Source: an optimization exercise on an open RTL-to-GDS flow (aim: small area, a short achievable clock period and few clock cycles). Production flows keep margins and buffers that such runs may drop.
Only simulation tests tie the RTL to the original design; equivalence was not proved.
Power is estimated from default activity; no workload was simulated.

run A:
Design cpu, start of the top module:
module cpu (
  input  wire        clk,
  input  wire        rst_n,
  output wire [31:0] address,
  output reg  [31:0] write_data,
  input  wire [31:0] read_data,
  output wire        we,
  output wire        re,
  input  wire        mem_busy
);
Size: about 1,300 flip-flops, about 66,000 um^2 of cells after synthesis.
Settings: LEC_CHECK=0, CAP_MARGIN=20, CORE_MARGIN=2, CORE_UTILIZATION=40, CTS_BUF_LIST=sky130_fd_sc_hd__clkbuf_16, CTS_CLUSTER_DIAMETER=60, CTS_CLUSTER_SIZE=20, SETUP_SLACK_MARGIN=5, SLEW_MARGIN=20, SYNTH_HIERARCHICAL=1; clock period 10.0 ns.
run.sh (not shown) runs the stock make flow with config.mk's settings and CLKGATE_MAP_FILE= SYNTH_SCRIPT=/design/flow/synth_recipe.tcl, a recipe that flattens the netlist after the stock synthesis.
Run A ran to completion and came out clean on the timing, design-rule and antenna checks.
Testbench counts of run A, summed over its fixed seeds: cycles 153,005.
#### Input delta (run B over run A)
--- a/flow/design.v
+++ b/flow/design.v
@@ -206,23 +206,28 @@
   wire [4:0] rs2 = inst[24:20];
   wire [4:0] rd  = inst[11:7];
   wire [2:0] f3  = inst[14:12];
   wire use1 = ~(i_u | i_jal);
   wire use2 = i_op | i_br | i_st;
   wire wrd  = ~(i_br | i_st) & (rd != 5'd0);
   wire [31:0] imm_i = {{20{inst[31]}}, inst[31:20]};
   wire [31:0] imm_s = {{20{inst[31]}}, inst[31:25], inst[11:7]};
   wire [31:0] imm_u = {inst[31:12], 12'd0};
   wire [29:0] off_b = {{20{inst[31]}}, inst[7], inst[30:25], inst[11:9]};
   wire [29:0] off_j = {{12{inst[31]}}, inst[19:12], inst[20], inst[30:22]};
-  wire [29:0] d_tgt  = pc_d + (i_jal ? off_j : off_b);
+  wire [18:0] off_l  = i_jal ? off_j[18:0] : off_b[18:0];
+  wire [19:0] tgt_l  = {1'b0, pc_d[18:0]} + {1'b0, off_l};
+  wire [10:0] pc_hu  = pc_d[29:19] + 11'd1;
+  wire [10:0] pc_hd  = pc_d[29:19] - 11'd1;
+  wire [10:0] tgt_h  = (tgt_l[19] == inst[31]) ? pc_d[29:19] : tgt_l[19] ? pc_hu : pc_hd;
+  wire [29:0] d_tgt  = {tgt_h, tgt_l[18:0]};
   wire [29:0] pc_d1  = pc_d + 30'd1;
   wire        d_take = i_jal | (i_br & inst[31]);    
   wire [31:0] v1, v2;
   reg         w_wen;
   reg  [ 4:0] w_addr;
   reg  [31:0] w_data;
   register_file reg_file (
     .clk      (clk),
     .rst_n    (rst_n),
     .we       (w_wen),
     .rd       (w_addr),
==> comparison <==
- From the logs: run B reached the end of the flow and failed the layout checks with max-slew violations.
- Relative to run A, the global-route wire length before repair measured on run B has decreased by a few percent.
- Going from run A to run B, headroom to the max-slew limit shrinks by 38 points.
- Run B reports its critical path start-end classification as in2reg while run A reports reg2reg.
- STATUS worst hold slack: run B wins against run A
- Compared with run A, run B shows met1 usage lower by 2.5 points.
- [compare] base=run A new=run B: relative area of clock buffers and inverters in the final design moved down, final non-filler cell total roughly the same.
- [compare] base=run A new=run B: count of filler cells inserted in the layout level; number of vias per cell after detailed routing moved down; achievable clock frequency moved down.
- Run B vs run A on layout cell share with drive strength beyond 1: run B is the higher one.
Testbench counts of run B, summed over its fixed seeds: cycles 153,005.


Setup of oak:
Another version of the RTL of cpu (not shown whole).
For scale: roughly 8100 cells after synthesis, roughly 100 I/O pins, ~76000 µm² of cells after synthesis.
// cpu
module cpu (
  input  wire        clk,
  input  wire        rst_n,
  output wire [31:0] address,
  output reg  [31:0] write_data,
  input  wire [31:0] read_data,
  output wire        we,
  output wire        re,
  input  wire        mem_busy
);
clock: 10.0 ns
lec_check: 0
cap_margin: 20
core_margin: 2
core_utilization: 40
setup_slack_margin: 5
slew_margin: 20
Testbench counts of oak, summed over its fixed seeds: cycles 151,969.
diff inputs: oak => pine
--- a/flow/design.v
+++ b/flow/design.v
@@ -1,23 +1,23 @@
 `default_nettype none
 `timescale 1ns / 1ns
 module alu (
   input  wire [31:0] operand1,
   input  wire [31:0] operand2,
   input  wire [ 2:0] op_f3,
   input  wire        use_f3,
-  input  wire        sub,
+  input  wire        sub,       
   input  wire        sra,
   output reg  [31:0] result,
   output wire [31:0] sum,
   output wire        eq,
   output wire        lt,
   output wire        ltu
 );
-  wire        do_sub = sub | (use_f3 & (op_f3 == 3'b010 || op_f3 == 3'b011));
+  wire        do_sub = sub;
   wire [32:0] addr   = {1'b0, operand1} + {1'b0, operand2 ^ {32{do_sub}}} + {32'd0, do_sub};
   assign sum = addr[31:0];
   assign eq  = (operand1 == operand2);
   assign ltu = ~addr[32];
   assign lt  = (operand1[31] == operand2[31]) ? addr[31] : operand1[31];
   wire        left = (op_f3 == 3'b001);
   reg  [31:0] sh_in;
@@ -70,18 +70,34 @@
     if (we && (rd != 5'd0))
       registers[rd] <= rd_data;
   always @(posedge clk or negedge rst_n)
     if (!rst_n)
       valid <= 31'd0;
     else if (we && (rd != 5'd0))
       valid[rd] <= 1'b1;
-  wire v1 = (rs1 != 5'd0) && valid[rs1];
-  wire v2 = (rs2 != 5'd0) && valid[rs2];
-  assign rs1_data = v1 ? registers[rs1] : 32'd0;
-  assign rs2_data = v2 ? registers[rs2] : 32'd0;
+  wire [31:1] sel1, sel2;
+  genvar g;
+  generate
+    for (g = 1; g < 32; g = g + 1) begin : dec
+      assign sel1[g] = (rs1 == g) & valid[g];
+      assign sel2[g] = (rs2 == g) & valid[g];
+    end
+  endgenerate
+  reg [31:0] r1, r2;
+  integer k;
+  always @(*) begin
+    r1 = 32'd0;
+    r2 = 32'd0;
+    for (k = 1; k < 32; k = k + 1) begin
+      r1 = r1 | ({32{sel1[k]}} & registers[k]);
+      r2 = r2 | ({32{sel2[k]}} & registers[k]);
+    end
+  end
+  assign rs1_data = r1;
+  assign rs2_data = r2;
 endmodule
 `default_nettype none
 `timescale 1ns / 1ns
 module cpu (
   input  wire        clk,
   input  wire        rst_n,
   output wire [31:0] address,
@@ -313,15 +329,15 @@
       if (e_free) begin
         e_op1   <= i_lui ? 32'd0 : (i_u | i_jal) ? {pc_d, 2'b00} : v1;
         e_op2   <= (i_op | i_br) ? v2 : i_u ? imm_u : i_st ? imm_s : imm_i;
         e_aux   <= i_st ? v2 : (i_jal | i_jalr | (i_br & inst[31])) ? {pc_d1, 2'b00} : {d_tgt, 2'b00};
         e_rd    <= wrd ? rd : 5'd0;
         e_f3    <= f3;
         e_usef3 <= i_op | i_opi;
-        e_sub   <= (i_op & inst[30] & (f3 == 3'b000)) | i_br;
+        e_sub   <= (i_op & inst[30] & (f3 == 3'b000)) | i_br | ((i_op | i_opi) & (f3[2:1] == 2'b01));
         e_sra   <= (i_op | i_opi) & inst[30];
         e_ld    <= i_ld;
         e_sbh   <= i_st & (f3[1:0] != 2'b10);
         e_sw    <= i_st & (f3[1:0] == 2'b10);
         e_br    <= i_br;
         e_jalr  <= i_jalr;
         e_link  <= i_jal | i_jalr;
### Flow results
Compared with oak, pine shows a lower share of the cycle needed by the critical path after routing.
pine against oak: post-layout total power moved down; hold slack neither gained nor lost much; sequential fraction of design power saw an increase; count of multi-input gates -2303.
Of pine and oak, the run reporting the higher required time reported for the critical path endpoint was oak.
Compare pine and oak | sequential power lower: pine
Testbench counts of pine, summed over its fixed seeds: cycles 151,969.

## what the ideal ports hide
No port has a modelled driver above. Below, the same layouts with a new extraction and two added sets of constraints. Step 1 sets driving cells, clkbuf_16 on the clock port and buf_2 on the other inputs (assumed; they add their load-dependent delay and slew). Step 2 times the ports against the registers' clock, not the clock port: input delays grow and output delays shrink by t, the midpoint of the rising clock arrivals with the driver on. Slacks: ideal / step 1 / step 2; pairs: ideal / step 1.
run | t (ns) | slack for setup (ns) | hold WS [ns] | worst setup path after step 2
run A | 0.836 | 4.944 / 4.944 / 4.188 | 0.420 / 0.420 / 0.420 | input to register
run B | 0.847 | 4.861 / 4.685 / 3.838 | 0.433 / 0.433 / 0.433 | input to register
oak | 0.905 | 4.773 / 4.773 / 4.030 | 0.423 / 0.423 / 0.423 | input to register
pine | 0.877 | 4.803 / 4.873 / 3.995 | 0.422 / 0.422 / 0.422 | input to register
The setup slack of run B, which loses most, moves by -0.176 ns with the drivers and by -1.023 ns with both steps.
